Background: an optimization exercise with open tools, aiming at small area. Do not read the settings as production practice.
RTL that was checked went through simulation tests only; none was proved equivalent to the original.
Function not checked in run 2: the RTL went through the layout flow alone.

==> flow/design.v, too long to show whole: its modules and the start of the top module <==
// module div_by_3: 7 lines
// module maxer: 1791 lines
// module fa: 4 lines
// module ha: 4 lines
module maxer(
    input clk,
    input rst,
    input maxing,
    input [784-1:0] ips_gen_out,
    output reg start_ips_gen,
    output reg next_ips_gen,
    output reg maxer_valid,
    output [24-1:0] threshold
    );
  // ...
==> flow/flow/run.sh <==
#!/bin/bash
# Standard ORFS layout (the standard.sh, unchanged synthesis), with the
# port buffers made of the smallest buffer cell instead of the default pick.
set -euo pipefail
export BUFFER_PORTS_ARGS="-buffer_cell sky130_fd_sc_hd__buf_1"
bash standard.sh finish > flow_make.log 2>&1
==> flow/standard.sh <==
#!/bin/bash
# synth_recipe.tcl (not shown) runs the flow's synth.tcl, then flattens the netlist and writes it again
# the make line also repeats each setting of config.mk as NAME=value (left out here)
make -C /OpenROAD-flow-scripts/flow DESIGN_CONFIG=/design/flow/config.mk WORK_HOME=/design/flow/orfs CLKGATE_MAP_FILE= SYNTH_SCRIPT=/design/flow/synth_recipe.tcl "${@:-finish}"
==> flow/config.mk <==
export PLATFORM = sky130hd
export DESIGN_NAME = maxer
export DESIGN_NICKNAME = maxer
export VERILOG_FILES = /design/flow/design.v
export SDC_FILE = /design/flow/constraint.sdc
export NUM_CORES = 4
export LEC_CHECK = 0
export CAP_MARGIN = 20
export CORE_MARGIN = 2
export CORE_UTILIZATION = 22
export SLEW_MARGIN = 20
export SYNTH_HIERARCHICAL = 1
==> flow/constraint.sdc <==
create_clock -name core_clock -period 7.0 [get_ports {clk}]
set_input_delay 1.4000 -clock core_clock [delete_from_list [all_inputs] [get_ports {clk}]]
set_output_delay 1.4000 -clock core_clock [all_outputs]
set_load 0.01 [all_outputs]
==> results.ini, run 1 <==
[outcome]
status = no timing/DRC/antenna violations

[global_routing]
grt_max_degree = 15
grt_use_met1 = 0.198
grt_busiest_layer = met2
use_met2 = 0.281

[route]
drt_wl_total_um = 66500
vias_per_cell = 3.90
drc_errors = 0
wl_per_cell_um = 21.7

[layout]
inv_count = 30
layout.cells.non_filler = 3064
fin_util = 0.279

[yosys]
synthArstFlopShare = 0.190
netlist_area_um2 = 19000
ys_types = 40
synthFlopType = dfxtp_1
ys_warn_count = 7
synth_most_common_cell = fa_1
ys_seq_area_frac = 0.0683
synth_fa_ha_area_frac = 0.878
synth-xor-area-share = 0.0148

[setup_path]
required_ps = 7200
critPathKind = in2reg
crit_path_end_kind = flop
regToRegSetupSlack_ps = 3960
setup.worst_path.start = ips_gen_out[332]

[sta]
final_hold_viol_count = 0
rsz0062_at_grt = no

[job]
max-cap-violations = 0

[clock_tree]
clock_sinks = 58
clockBufferDepth = 2
clkLatencyLatePin_ps = 320

[place]
gp_congestion = 1.03

[floorplan]
core_area_um2 = 85400

==> module div_by_3, before the edit <==
module div_by_3(
    input  [7:0] p,
    output [24-1:0] op
    );
  wire [8:0] sum = p + (p >> 2) + (p >> 4) + (p >> 6) + (p >> 7);
  assign op = {{(24-9){1'b0}}, sum};
endmodule
==> run 2: changes to the inputs <==
--- a/flow/design.v
+++ b/flow/design.v
@@ -1,15 +1,47 @@
 `timescale 1ns/1ps
 module div_by_3(
     input  [7:0] p,
     output [24-1:0] op
     );
-  wire [8:0] sum = p + (p >> 2) + (p >> 4) + (p >> 6) + (p >> 7);
-  assign op = {{(24-9){1'b0}}, sum};
+  wire s1746, c1747;
+  fa u_s1746 (.a(p[0]), .b(p[2]), .c(p[4]), .s(s1746), .co(c1747));
+  wire s1748, c1749;
+  fa u_s1748 (.a(p[6]), .b(p[7]), .c(s1746), .s(s1748), .co(c1749));
+  wire s1750, c1751;
+  fa u_s1750 (.a(p[1]), .b(p[3]), .c(p[5]), .s(s1750), .co(c1751));
+  wire s1752, c1753;
+  fa u_s1752 (.a(p[7]), .b(c1747), .c(s1750), .s(s1752), .co(c1753));
+  wire s1754, c1755;
+  ha u_s1754 (.a(c1749), .b(s1752), .s(s1754), .co(c1755));
+  wire s1756, c1757;
+  fa u_s1756 (.a(p[2]), .b(p[4]), .c(p[6]), .s(s1756), .co(c1757));
+  wire s1758, c1759;
+  fa u_s1758 (.a(c1751), .b(s1756), .c(c1753), .s(s1758), .co(c1759));
+  wire s1760, c1761;
+  ha u_s1760 (.a(c1755), .b(s1758), .s(s1760), .co(c1761));
+  wire s1762, c1763;
+  fa u_s1762 (.a(p[3]), .b(p[5]), .c(p[7]), .s(s1762), .co(c1763));
+  wire s1764, c1765;
+  fa u_s1764 (.a(c1757), .b(s1762), .c(c1759), .s(s1764), .co(c1765));
+  wire s1766, c1767;
+  ha u_s1766 (.a(c1761), .b(s1764), .s(s1766), .co(c1767));
+  wire s1768, c1769;
+  fa u_s1768 (.a(p[4]), .b(p[6]), .c(c1763), .s(s1768), .co(c1769));
+  wire s1770, c1771;
+  fa u_s1770 (.a(s1768), .b(c1765), .c(c1767), .s(s1770), .co(c1771));
+  wire s1772, c1773;
+  fa u_s1772 (.a(p[5]), .b(p[7]), .c(c1769), .s(s1772), .co(c1773));
+  wire s1774, c1775;
+  ha u_s1774 (.a(s1772), .b(c1771), .s(s1774), .co(c1775));
+  wire s1776, c1777;
+  fa u_s1776 (.a(p[6]), .b(c1773), .c(c1775), .s(s1776), .co(c1777));
+  wire x1778 = p[7] | c1777;
+  assign op = {{(24-8){1'b0}}, x1778, s1776, s1774, s1770, s1766, s1760, s1754, s1748};
 endmodule
 module maxer(
     input clk,
     input rst,
     input maxing,
     input [784-1:0] ips_gen_out,
     output reg start_ips_gen,
     output reg next_ips_gen,
@@ -1764,42 +1796,45 @@
   wire s1744, c1745;
   ha u_s1744 (.a(c1741), .b(c1743), .s(s1744), .co(c1745));
   reg [7:0] tq2, tq3;
   always @(posedge clk) begin
     tq2 <= {c1745, s1744, s1742, s1738, s1730, s1722, s1718, s1716};
     tq3 <= tq2;
   end
   reg [7:0] c;
-  reg [7:0] peak;    
+  reg       m;
   always @(posedge clk, posedge rst) begin
     if (rst) begin
-      start_ips_gen <= 1'b0;
-      next_ips_gen  <= 1'b0;
-      maxer_valid   <= 1'b0;
-      c             <= 8'd0;
+      c <= 8'd0;
+      m <= 1'b0;
     end else begin
-      start_ips_gen <= maxing && c == 8'd0;
-      maxer_valid   <= maxing && c == 8'd206;
-      if (maxing) begin
-        next_ips_gen <= c <= 8'd200;
-        c            <= (c <= 8'd206) ? c + 8'd1 : 8'd0;
-      end
+      m <= maxing;
+      if (maxing)
+        c <= (c == 8'd207) ? 8'd0 : c + 8'd1;
     end
   end
-  always @(posedge clk) begin
-    if (maxing) begin
-      if (c == 8'd0)
-        peak <= 8'd0;
-      else if (c >= 8'd4 && c <= 8'd204 && tq3 > peak)
-        peak <= tq3;
-    end else if (c == 8'd206) begin
-      peak <= 8'd0;
-    end
+  always @(*) begin
+    start_ips_gen = m && c == 8'd1;
+    maxer_valid   = m && c == 8'd207;
+    next_ips_gen  = c != 8'd0 && c <= 8'd201;
   end
+  reg  [7:0] peak;
+  wire [8:0] gt;     
+  assign gt[0] = 1'b0;
+  genvar i;
+  generate
+    for (i = 0; i < 8; i = i + 1) begin : cmp
+      assign gt[i+1] = (tq3[i] & ~peak[i]) | (tq3[i] & gt[i]) | (~peak[i] & gt[i]);
+    end
+  endgenerate
+  wire load = maxing ? (c >= 8'd4 && c <= 8'd204 && (c == 8'd4 || gt[8])) : c == 8'd206;
+  always @(posedge clk)
+    if (load)
+      peak <= tq3 & {8{maxing}};
   div_by_3 div1(.p(peak), .op(threshold));
 endmodule
 module fa(input a, input b, input c, output s, output co);
   assign s  = a ^ b ^ c;
   assign co = (a & b) | (a & c) | (b & c);
 endmodule
 module ha(input a, input b, output s, output co);
   assign s  = a ^ b;
==> flow/flow/run.sh (replaced) <==
#!/bin/bash
# Standard ORFS layout (the standard.sh, unchanged synthesis), with
# - the port buffers made of the smallest buffer cell instead of the default pick,
# - a clock tree of mid-size clock buffers and no dummy loads.
set -euo pipefail
export BUFFER_PORTS_ARGS="-buffer_cell sky130_fd_sc_hd__buf_1"
export CTS_ARGS="-sink_clustering_enable -sink_clustering_size 10 -sink_clustering_max_diameter 60 -repair_clock_nets -root_buf sky130_fd_sc_hd__clkbuf_8 -buf_list sky130_fd_sc_hd__clkbuf_8 -dont_use_dummy_load"
bash standard.sh finish > flow_make.log 2>&1
==> run 2 against run 1 <==
Net effect: wire length shrank 9.6%; synthesized area is 1.4% lower; critical path depth unchanged; utilization down 0.49 points; die area down 1.3%; critical endpoint unchanged; clock skew rose by 21 ps; sequential cell count is 2 lower; count of clock-buffer cells in the layout down 7; register-to-register slack is essentially flat; fmax is 0.22% higher.
==> results.ini, run 2 <==
[layout]
final_nets = 3507
areaGrowthSynthToFinish_pct = 24.0
final_common_cell = buf_1
num-fill-cells = 8692
drive_above_1_share = 0.0222
regMostFlops = r1
stdcell_area_um2 = 23200
layout_common_cells = buf_1, fa_1, ha_1
fin_util = 0.274  ; -0.00493
largest_reg_flops = 23

[setup_path]
path_common_cell = fa_1
start_kind = input pin
cp_top_family = adder cells
critPathKind = in2reg
worstPathCellList = buf_1, fa_1, fa_2, fa_1, ha_1, fa_2, fa_2, fa_1, fa_1, fa_1, fa_1, fa_1, fa_1
rr_worst_depth = 8
crit_arrival_ps = 7060
required_ps = 7180  ; -20 ps
max_stage_delay_ps = 630
path_buf_inv = 1
crit_path_end_kind = flop
path_depth = 13
path_max_fanout = 1
cp_slowest_cell = fa_2

[place]
gp_congestion = 0.914  ; -11%
place_area_um2 = 23000
io_buffers = 797
hpwl_um = 60000

[yosys]
ys_top_cells_by_area = fa_1, ha_1, dfxtp_1, edfxtp_1, dfrtp_1
syn_inst = 1056
synth_edf_count = 8
synth_most_common_cell = fa_1
synthFlopType = dfxtp_1
netlist_area_um2 = 18700  ; -1.4%
synth_largest_area_cell = fa_1
ys_seq_area_frac = 0.0665  ; -0.00174
ys_ff_latch = 56
avgSynthCellArea_um2 = 17.7
synth.top_cells.by_count = fa_1, ha_1, dfxtp_1
synthArstFlopShare = 0.161  ; -0.0289
ys_types = 44  ; +10%
ys_warn_count = 7  ; unchanged
yosys.area.top_type_share = 0.814

[sta]
hold_slack_ps = 337
tightest_slew_ps = 749
fmax_mhz = 145
rsz0062_at_grt = no
setup_viol = 0
maxSlewHeadroom = 0.498
slew_violations = 0
finalCritPeriodShare = 0.982
final_hold_viol_count = 0  ; unchanged
skew_ps = 26.6
fin_crit_ps = 6880

[floorplan]
die_w_um = 296
ios = 814
std_cell_rows = 107
core_area_um2 = 84700  ; -0.78%
die_area_um2 = 87500
fp.dieH_um = 296
initial_core_util = 0.221

[route]
vias_per_cell = 3.85  ; -1.2%
wl_per_cell_um = 20.0  ; -7.8%
via_count = 11600
drc_errors = 0  ; unchanged
first_iter_violations = 413
ant_nets = 0
drt_pass1_iterations = 5
drt_wl_total_um = 60100  ; -9.6%

[clock_tree]
clock_sinks = 56  ; -3.4%
clockBufferDepth = 2  ; unchanged
cts_buffers = 5
clkLatencyLatePin_ps = 320  ; about the same
postCtsHoldBufs = 0
clk_pin_slew_ps = 90
h-tree-depth = 2
cts_tree = yes
ctsRootBufferMaster = clkbuf_8

[global_routing]
grt_usage = 0.137
grt_pass1_wl_um = 85800
grt_antenna_before_repair = 11
overflow = 0
grt_max_degree = 20  ; +5
grt_pass1_vias = 14100

[outcome]
status = no timing/DRC/antenna violations

[worst_hold_path]
whs_path_depth = 0
hp-class = reg2reg

[job]
max-cap-violations = 0  ; unchanged

run 2: changes by cell type after synthesis, sizes merged, moves of 5 or more:
cell,before,now
nand4,6,0
nand2,6,12
fa,757,762
buf,17,25
ha,122,107
a21oi,10,4
nor2,13,5
inv,30,11
run 2: stage by stage:
| stage | setup WS [ps] | TNS, ps | instances |
|---|---|---|---|
| after CTS | 1.89 | 0 | 2993 |
| after detailed placement | -511 | -3150 | 2988 |
| final | 123 | 0 | 3002 |
| after global routing | 2.46 | 0 | 3000 |
| after global placement | -424 | -2600 | 2988 |
| after floorplan | 92.0 | 0 | 1071 |
run 2: repair_timing:
item	4_1_cts	5_1_grt
hold endpoints to repair	0	0
resized for setup	12	15
setup endpoints to repair	4	2
buffers inserted	0	0
pin swaps	0	2
run 2: path summary, 6_finish.rpt:
kind | start | end | slack (ps)
setup / recovery | ips_gen_out[131] | r1[5] | 120
hold / removal | tq2[5] | tq3[5] | 340
setup reg to reg | r1[0] | tq2[6] | 3960
hold reg to reg | tq2[5] | tq3[5] | 340
max in group asynchronous | rst | c[1] | 5740
min in group asynchronous | rst | c[7] | 1010
run 2: final cells by class:
class                   instances  area [um2]  share of cell area
repair buffers                799        3010               0.129
inverters                      11        41.3             0.00178
well taps                    1144        1430              0.0616
flip-flops and latches         56        1250              0.0537
clock buffers                   5        68.8             0.00296
diodes                          9        22.5            0.000970
multi-input cells             978       17400               0.750
run 2: logic make-up after synthesis:
group / after synthesis / share of synthesized area
AO/OA/AOI/OAI: 20 / 0.00708
flip-flops: 56 / 0.0665
buffers and inverters: 37 / 0.0123
AND/OR/NAND/NOR: 43 / 0.0138
multiplexers: 2 / 0.00114
other: 1 / 0.000200
adder cells (fa/ha/maj): 871 / 0.887
XOR/XNOR: 26 / 0.0122
run 2: metal layers:
layer  part of all wire  wire length [um]  track usage  vias to the layer above
met3              0.061              3640       0.0246                       45
met4              0.014               868       0.0197                        4
met2               0.52             31500        0.242                      488
li1                   -                 -            -                     4878
met1               0.40             24000        0.177                     6145
met5            0.00038                23      0.00887                        -
run 2: worst register-to-register path, cell delays in order (launching register included):
cell and delay, ps:
dfxtp_1 340, and3_1 170, ha_1 190, fa_1 370, fa_1 390, fa_1 400, fa_1 390, fa_1 410
ha_1 290
run 2: Yosys stat by module, one instance, submodules excluded:
module | cells inside | copies in the design | flops+latches
maxer | 166 | 1 | 56
div_by_3 | 26 | 1 | 0
ha | 1 | 102 | 0
fa | 1 | 762 | 0

-- afterwards: timing with drivers on the ports --
No port has a modelled driver above. Below, the same layouts with a new extraction and two added sets of constraints.
Step 1, drivers: a clkbuf_16 drives clk and a buf_2 each remaining input, both assumed.
Step 2, shift: input delay + t, output delay - t, t = (earliest + latest rising clock arrival at the registers) / 2. This alone moves slack from input paths to output paths.
Slacks: ideal / step 1 / step 2; pairs: ideal / step 1.
| run | t, ns | setup WS [ns] | cell pins on the clock port's net |
|---|---|---|---|
| run 1 | 0.360 | 0.107 / 0.123 / -0.237 | 1 |
| run 2 | 0.352 | 0.123 / 0.101 / -0.251 | 1 |
Met with ideal ports but missed after step 2: setup timing in run 1 and run 2. For run 2, which loses most, drivers alone change the setup slack by -0.022 ns; drivers and shift together by -0.374 ns.
